Context: an optimization exercise on an open-source flow, tuned for small area. The choices shown serve that exercise and are no tape-out recipe.
Function was checked by simulation only, so behaviour that the tests miss may differ from the original.
Power is estimated from default activity; no workload was simulated.

## run A
==> flow/design.v (excerpt) <==
module spectrum_bins(
    input         clk,
    input         rst,
    input         in_valid,         
    input         in_last,          
    input  [23:0] in_re,            
    input  [23:0] in_im,            
    output [464:0] freq_cnts        
    );
Settings: LEC_CHECK=0, CAP_MARGIN=20, CORE_MARGIN=2, CORE_UTILIZATION=50, SLEW_MARGIN=20; clock period 12.0 ns.
standard.sh (not shown) runs the stock make flow with config.mk's settings and CLKGATE_MAP_FILE= SYNTH_SCRIPT=/design/flow/synth_recipe.tcl, a recipe that flattens the netlist after the stock synthesis.
==> flow/flow/run.sh <==
#!/bin/bash
# Standard ORFS layout (the standard.sh), with the port buffers taken as
# the smallest buffer cell, and clock tree synthesis with clkbuf_16, sink clusters
# of at most 24 and no dummy loads.
set -euo pipefail
export BUFFER_PORTS_ARGS="-buffer_cell sky130_fd_sc_hd__buf_1"
export CTS_ARGS="-sink_clustering_enable -repair_clock_nets -dont_use_dummy_load -buf_list sky130_fd_sc_hd__clkbuf_16 -sink_clustering_size 24 -sink_clustering_max_diameter 60"
bash standard.sh > standard_flow.log 2>&1
diff inputs: run A => run B
==> flow/flow/run.sh <==
#!/bin/bash
# Standard ORFS layout (the standard.sh), with the port buffers taken as
# the smallest buffer cell, and clock tree synthesis with clkbuf_8, sink clusters
# of at most 17 and no dummy loads.
set -euo pipefail
export BUFFER_PORTS_ARGS="-buffer_cell sky130_fd_sc_hd__buf_1"
export CTS_ARGS="-sink_clustering_enable -repair_clock_nets -dont_use_dummy_load -buf_list sky130_fd_sc_hd__clkbuf_8 -sink_clustering_size 17 -sink_clustering_max_diameter 70"
bash standard.sh > standard_flow.log 2>&1
### Flow results
- Summary of run B over run A: final area went down by 1.3%, final cycle utilization of the critical path went down by 0.54 points.
- Compared run B vs run A, and first-pass GRT wire length is up in run B.
- Relative to run A, fraction of power consumed by the clock network has decreased by 4.1 points in run B.
- Clock-buffer cell count, run B and run A: smaller value in run A
- Every stage of the flow completed for run B, and the final layout passed the timing, design-rule and antenna checks.
- Worst-margin pin slew (run B over run A): increase, 22 ps
- Run B and run A ended up with nearly the same global-route usage.
- Total power down 5.1% in run B wrt run A
The inputs of run C differ from those of run B as listed below.
==> flow/flow/run.sh <==
#!/bin/bash
# Standard ORFS layout (the standard.sh), with the port buffers taken as
# the smallest buffer cell, and clock tree synthesis with clkbuf_4 and clkbuf_8, sink clusters
# of at most 14 and no dummy loads.
set -euo pipefail
export BUFFER_PORTS_ARGS="-buffer_cell sky130_fd_sc_hd__buf_1"
export CTS_ARGS="-sink_clustering_enable -repair_clock_nets -dont_use_dummy_load -buf_list \"sky130_fd_sc_hd__clkbuf_4 sky130_fd_sc_hd__clkbuf_8\" -sink_clustering_size 14 -sink_clustering_max_diameter 60"
bash standard.sh > standard_flow.log 2>&1
[summary]
Compared to run B, run C shows a narrower setup margin. The clock insertion delay at the later pin of the skew report number comes out lower for run C vs run B. From run B to run C the numbers moved as follows: synthesized net count stayed essentially flat, cell internal power dissipation rose by about 3%, global-route track usage on met2 went up, total power now sits higher, layout overhead on the synthesized area picked up an extra 0.77 points. Run C ends up with higher clock period minus worst slack than run B does. There was hardly any difference in sequential group power between run B and run C. Run C: done, clean on timing, DRC and antenna. Run B -> run C: sum of routed wire length over all layers flat. Utilization: run C vs run B up 0.39 points.
--- input diff run C..run D ---
==> flow/flow/run.sh <==
#!/bin/bash
# Standard ORFS layout (the standard.sh), with the port buffers taken as
# the smallest buffer cell, and clock tree synthesis with clkbuf_8, sink clusters
# of at most 16 and no dummy loads.
set -euo pipefail
export BUFFER_PORTS_ARGS="-buffer_cell sky130_fd_sc_hd__buf_1"
export CTS_ARGS="-sink_clustering_enable -repair_clock_nets -dont_use_dummy_load -buf_list sky130_fd_sc_hd__clkbuf_8 -sink_clustering_size 16 -sink_clustering_max_diameter 45"
bash standard.sh > standard_flow.log 2>&1
Findings:
Going from run C to run D, share of the clock period used by the worst path was more or less identical; slack of the worst reg-to-reg path went up by 60 ps.
Relative to run C, clock skew increased by 69 ps in run D.

The RTL this note starts from:
==> flow/design.v <==
module freq_counter(
    input clk,
    input rst,
    input we,
    input start_pipe,
    input start_pipe_n,         
    input [14:0] sel,           
    input [22:0] maxp,
    input [20:0] minq,          
    input cmax,
    input cmin,
    output reg [464:0] freq_cnts
    );
    reg  [30:0] freq_bins [0:14];
    reg  [30:0] cur;
    integer i;
    wire [23:0] x = {1'b0, maxp};
    wire [23:0] y = {3'd0, minq};
    wire [23:0] s = cur[23:0] ^ x ^ y;
    wire [23:0] c = {(cur[22:0] & x[22:0]) | (cur[22:0] & y[22:0]) | (x[22:0] & y[22:0]), cmin};
    wire [24:0] w = {s, 1'b1} + {c, cmax};
    wire        k24 = (s[23] & c[23]) | ((s[23] ^ c[23]) & (w[24] ^ s[23] ^ c[23]));
    wire [30:0] sum;
    wire [6:0]  pre;
    genvar g;
    assign sum[23:0] = w[24:1];
    assign pre[0] = 1'b1;
    generate
        for (g = 1; g < 7; g = g + 1) begin : inc
            assign pre[g] = pre[g-1] & cur[23+g];
        end
    endgenerate
    assign sum[30:24] = cur[30:24] ^ ({7{k24}} & pre);
    wire        go   = we & ~start_pipe & ~rst;
    wire        keep = ~start_pipe & ~rst;
    wire [14:0] wr   = sel & {15{go}};
    wire [14:0] hold = ~(sel & {15{we}}) & {15{keep}};
    wire        load = start_pipe & ~rst;
    wire        stay = start_pipe_n & ~rst;
    always @(*) begin
        cur = 31'd0;
        for (i = 0; i < 15; i = i + 1)
            cur = cur | (freq_bins[i] & {31{sel[i]}});
    end
    always @(posedge clk) begin
        for (i = 0; i < 15; i = i + 1) begin
            freq_bins[i] <= (sum & {31{wr[i]}}) | (freq_bins[i] & {31{hold[i]}});
            freq_cnts[31 * i +: 31] <= (freq_bins[i] & {31{load}})
                                     | (freq_cnts[31 * i +: 31] & {31{stay}});
        end
    end
endmodule
module spectrum_bins(
    input         clk,
    input         rst,
    input         in_valid,         
    input         in_last,          
    input  [23:0] in_re,            
    input  [23:0] in_im,            
    output [464:0] freq_cnts        
    );
    reg  [3:0]  bin_no;
    reg  [6:0]  offset;
    reg         start_pipe;
    reg         start_pipe_n;
    wire        bin_end = (bin_no == 4'd14) ? (offset == 7'd71) : (offset == 7'd67);
    wire [14:0] sel;
    always @(posedge clk) begin
        if (rst) begin
            bin_no <= 4'd0;
            offset <= 7'd0;
            start_pipe <= 1'b0;
            start_pipe_n <= 1'b1;
        end else begin
            start_pipe <= in_last;
            start_pipe_n <= ~in_last;
            if (in_last) begin
                bin_no <= 4'd0;
                offset <= 7'd0;
            end else if (in_valid) begin
                if (bin_end) begin
                    offset <= 7'd0;
                    bin_no <= (bin_no == 4'd14) ? 4'd0 : bin_no + 4'd1;
                end else begin
                    offset <= offset + 7'd1;
                end
            end
        end
    end
    genvar g;
    generate
        for (g = 0; g < 15; g = g + 1) begin : dec
            assign sel[g] = (bin_no == g);
        end
    endgenerate
    wire        sa = in_re[23] & |in_re[22:0];
    wire        sb = in_im[23] & |in_im[22:0];
    wire [22:0] ap = in_re[22:0] ^ {23{sa}};
    wire [22:0] bp = in_im[22:0] ^ {23{sb}};
    wire        a_big = sb ? (ap > bp) : (ap >= bp);
    wire [22:0] maxp = a_big ? ap : bp;
    wire [22:0] minp = a_big ? bp : ap;
    wire        smax = a_big ? sa : sb;
    wire        smin = a_big ? sb : sa;
    wire        cmin = smin & minp[1] & minp[0];
    freq_counter fft_pt2 (clk, rst, in_valid, start_pipe, start_pipe_n, sel,
                          maxp, minp[22:2], smax, cmin, freq_cnts);
endmodule
Settings: LEC_CHECK=0, CAP_MARGIN=20, CORE_MARGIN=2, CORE_UTILIZATION=50, SLEW_MARGIN=20; clock period 12.0 ns.
==> flow/flow/run.sh <==
#!/bin/bash
# Standard ORFS layout (the standard.sh), with the port buffers taken as
# the smallest buffer cell, and clock tree synthesis with clkbuf_16, sink clusters
# of at most 30 and no dummy loads.
set -euo pipefail
export BUFFER_PORTS_ARGS="-buffer_cell sky130_fd_sc_hd__buf_1"
export CTS_ARGS="-sink_clustering_enable -repair_clock_nets -dont_use_dummy_load -buf_list sky130_fd_sc_hd__clkbuf_16 -sink_clustering_size 30 -sink_clustering_max_diameter 80"
bash standard.sh > standard_flow.log 2>&1
The first run produced a clean layout.
Edit:
==> flow/flow/run.sh (replaced) <==
#!/bin/bash
# Standard ORFS layout (the standard.sh), with the port buffers taken as
# the smallest buffer cell, and clock tree synthesis with clkbuf_8, sink clusters
# of at most 14 and no dummy loads.
set -euo pipefail
export BUFFER_PORTS_ARGS="-buffer_cell sky130_fd_sc_hd__buf_1"
export CTS_ARGS="-sink_clustering_enable -repair_clock_nets -dont_use_dummy_load -buf_list sky130_fd_sc_hd__clkbuf_8 -sink_clustering_size 14 -sink_clustering_max_diameter 60"
bash standard.sh > standard_flow.log 2>&1
Cell area stays flat.
Hold slack degrades by 26 ps.
Clock power grows by a few percent.
Flip-flop and latch count does not change.
Non-clock buffer count stays the same.
Count of clock-buffer cells in the layout grows by 40.
Power grows slightly.
Setup slack improves by 30 ps.
Wire length grows slightly.
Die area stays the same.

== job 5402 ==
Another version of the RTL of spectrum_bins (not shown whole).
For scale: roughly 940 flip-flops, about 520 I/O pins, ~35000 sq um of cells after synthesis.
## spectrum_bins
module spectrum_bins(
    input         clk,
    input         rst,
    input         in_valid,         
    input         in_last,          
    input  [23:0] in_re,            
    input  [23:0] in_im,            
    output [464:0] freq_cnts        
    );
clock: 12.0 ns
lec_check: 0
cap_margin: 20
core_margin: 2
core_utilization: 60
slew_margin: 20
==> flow/flow/run.sh <==
#!/bin/bash
# Standard ORFS layout (the standard.sh), with the port buffers taken as
# the smallest buffer cell, and clock tree synthesis with clkbuf_8, sink clusters
# of at most 14 and no dummy loads.
set -euo pipefail
export BUFFER_PORTS_ARGS="-buffer_cell sky130_fd_sc_hd__buf_1"
export CTS_ARGS="-sink_clustering_enable -repair_clock_nets -dont_use_dummy_load -buf_list sky130_fd_sc_hd__clkbuf_8 -sink_clustering_size 14 -sink_clustering_max_diameter 60"
bash standard.sh > standard_flow.log 2>&1
Job 5402 ran to completion and came out clean on the timing, design-rule and antenna checks.
Relative to job 5402, the following input files were edited for job 8693:
- CORE_UTILIZATION: 60 -> 50
--- a/flow/flow/run.sh
+++ b/flow/flow/run.sh
@@ -4 +4 @@
-# of at most 14 and no dummy loads.
+# of at most 17 and no dummy loads.
@@ -7 +7 @@
-export CTS_ARGS="-sink_clustering_enable -repair_clock_nets -dont_use_dummy_load -buf_list sky130_fd_sc_hd__clkbuf_8 -sink_clustering_size 14 -sink_clustering_max_diameter 60"
+export CTS_ARGS="-sink_clustering_enable -repair_clock_nets -dont_use_dummy_load -buf_list sky130_fd_sc_hd__clkbuf_8 -sink_clustering_size 17 -sink_clustering_max_diameter 70"
Findings:
- Total length of routed wires: job 8693 vs job 5402 up 6.4 mm
- Taking job 5402 as the reference, in job 8693 instance area at placement rose by 0.44%, share of total power in the clock network now sits lower, pin count of the biggest net entering global routing up 90%, vias after detailed routing dropped 679.
- Job 8693 vs job 5402: post-route fraction of the period consumed by the critical path up
- Job 5402 reports its last element of the critical path as fft_pt2.freq_bins[7][23]$_DFF_P_ while job 8693 reports fft_pt2.freq_bins[11][25]$_DFF_P_.
Edits applied to the flow inputs when going from job 8693 to job 6571:
--- a/flow/flow/run.sh
+++ b/flow/flow/run.sh
@@ -4 +4 @@
-# of at most 17 and no dummy loads.
+# of at most 14 and no dummy loads.
@@ -7 +7 @@
-export CTS_ARGS="-sink_clustering_enable -repair_clock_nets -dont_use_dummy_load -buf_list sky130_fd_sc_hd__clkbuf_8 -sink_clustering_size 17 -sink_clustering_max_diameter 70"
+export CTS_ARGS="-sink_clustering_enable -repair_clock_nets -dont_use_dummy_load -buf_list sky130_fd_sc_hd__clkbuf_8 -sink_clustering_size 14 -sink_clustering_max_diameter 60"
==> run notes <==
In the final reports, the cell area of job 6571 is larger than that of job 8693.
Measured against each other, job 6571 and job 8693 differ in cell-internal power, the higher figure coming from job 6571.
[compare] base=job 8693 new=job 6571: setup slack after layout went down by 0.013 ns; first-pass GRT wire length now larger; count of placed standard cells in the final layout, fillers left out grew by about 0.47%.

Another version of the RTL of spectrum_bins (not shown whole).
Size in the first run: roughly 940 flip-flops, ~520 I/O pins, ~36000 µm² of cells after synthesis.
## spectrum_bins
module spectrum_bins(
    input         clk,
    input         rst,
    input         in_valid,         
    input         in_last,          
    input  [23:0] in_re,            
    input  [23:0] in_im,            
    output [464:0] freq_cnts        
    );
clock: 12.0 ns
lec_check: 0
cap_margin: 20
core_margin: 2
core_utilization: 40
slew_margin: 20
==> flow/flow/run.sh <==
#!/bin/bash
# Standard ORFS layout (the standard.sh), with the port buffers taken as
# the smallest buffer cell and clock tree synthesis without dummy loads.
set -euo pipefail
export BUFFER_PORTS_ARGS="-buffer_cell sky130_fd_sc_hd__buf_1"
export CTS_ARGS="-sink_clustering_enable -repair_clock_nets -dont_use_dummy_load"
bash standard.sh > standard_flow.log 2>&1
Change:
==> flow/run.sh (new file) <==
#!/bin/bash
# synth_recipe.tcl (not shown) runs the flow's synth.tcl, then flattens the netlist and writes it again
# the make line also repeats each setting of config.mk as NAME=value (left out here)
make -C /OpenROAD-flow-scripts/flow DESIGN_CONFIG=/design/flow/config.mk WORK_HOME=/design/flow/orfs CLKGATE_MAP_FILE= SYNTH_SCRIPT=/design/flow/synth_recipe.tcl finish
removed: flow/flow/run.sh
removed: flow/standard.sh
- non-clock buffer count went up by 2
- clock power went up by 24%
- clock skew went down by 0.017 ns
- cell count went up by 1.8%
- fmax went up by about 1.8%
- routed wire length went up by about 4.3%
- total power went up by 9.1%
- setup slack gets better by 0.18 ns
- sequential power hardly moves
- design area went up by about 10%

## port drivers added, routing unchanged
The results above use ideal ports. As a check the final layouts listed here were re-extracted and re-timed, cells and wires unchanged. Step 1 (the two cells are an assumption about what drives the block):
set clk [get_ports {clk}]
set_driving_cell -lib_cell sky130_fd_sc_hd__clkbuf_16 $clk
set_driving_cell -lib_cell sky130_fd_sc_hd__buf_2 [delete_from_list [all_inputs] $clk]
Step 2, shift: input delay + t, output delay - t, t = (earliest + latest rising clock arrival at the registers) / 2. This alone moves slack from input paths to output paths. a / b / c = ideal ports / drivers / drivers and shift; a / b = the first two.
run | shift t [ns] | setup WS [ns] | worst setup path at the end | worst slew at a driven data input, ns | cell pins on the clock port's net
run A | 0.687 | 2.556 / 2.602 / 1.915 | input to register | 0.04 | 1
run B | 0.801 | 2.621 / 2.663 / 1.861 | input to register | 0.04 | 1
run C | 0.756 | 2.607 / 2.653 / 1.897 | input to register | 0.04 | 1
run D | 0.767 | 2.614 / 2.658 / 1.891 | input to register | 0.04 | 1
the first run of note 2 | 0.662 | 1.881 / 1.931 / 1.269 | input to register | 0.08 | 1
the second run of note 2 | 0.756 | 1.911 / 1.957 / 1.200 | input to register | 0.09 | 1
job 5402 | 0.734 | 2.680 / 2.719 / 1.985 | input to register | 0.04 | 1
job 8693 | 0.801 | 2.621 / 2.663 / 1.861 | input to register | 0.04 | 1
job 6571 | 0.756 | 2.607 / 2.653 / 1.897 | input to register | 0.04 | 1
the first run of note 4 | 0.698 | 1.639 / 1.683 / 0.985 | input to register | 0.08 | 1
the second run of note 4 | 0.726 | 1.820 / 1.869 / 1.144 | input to register | 0.09 | 1
After both steps setup and hold are still met in every run listed.
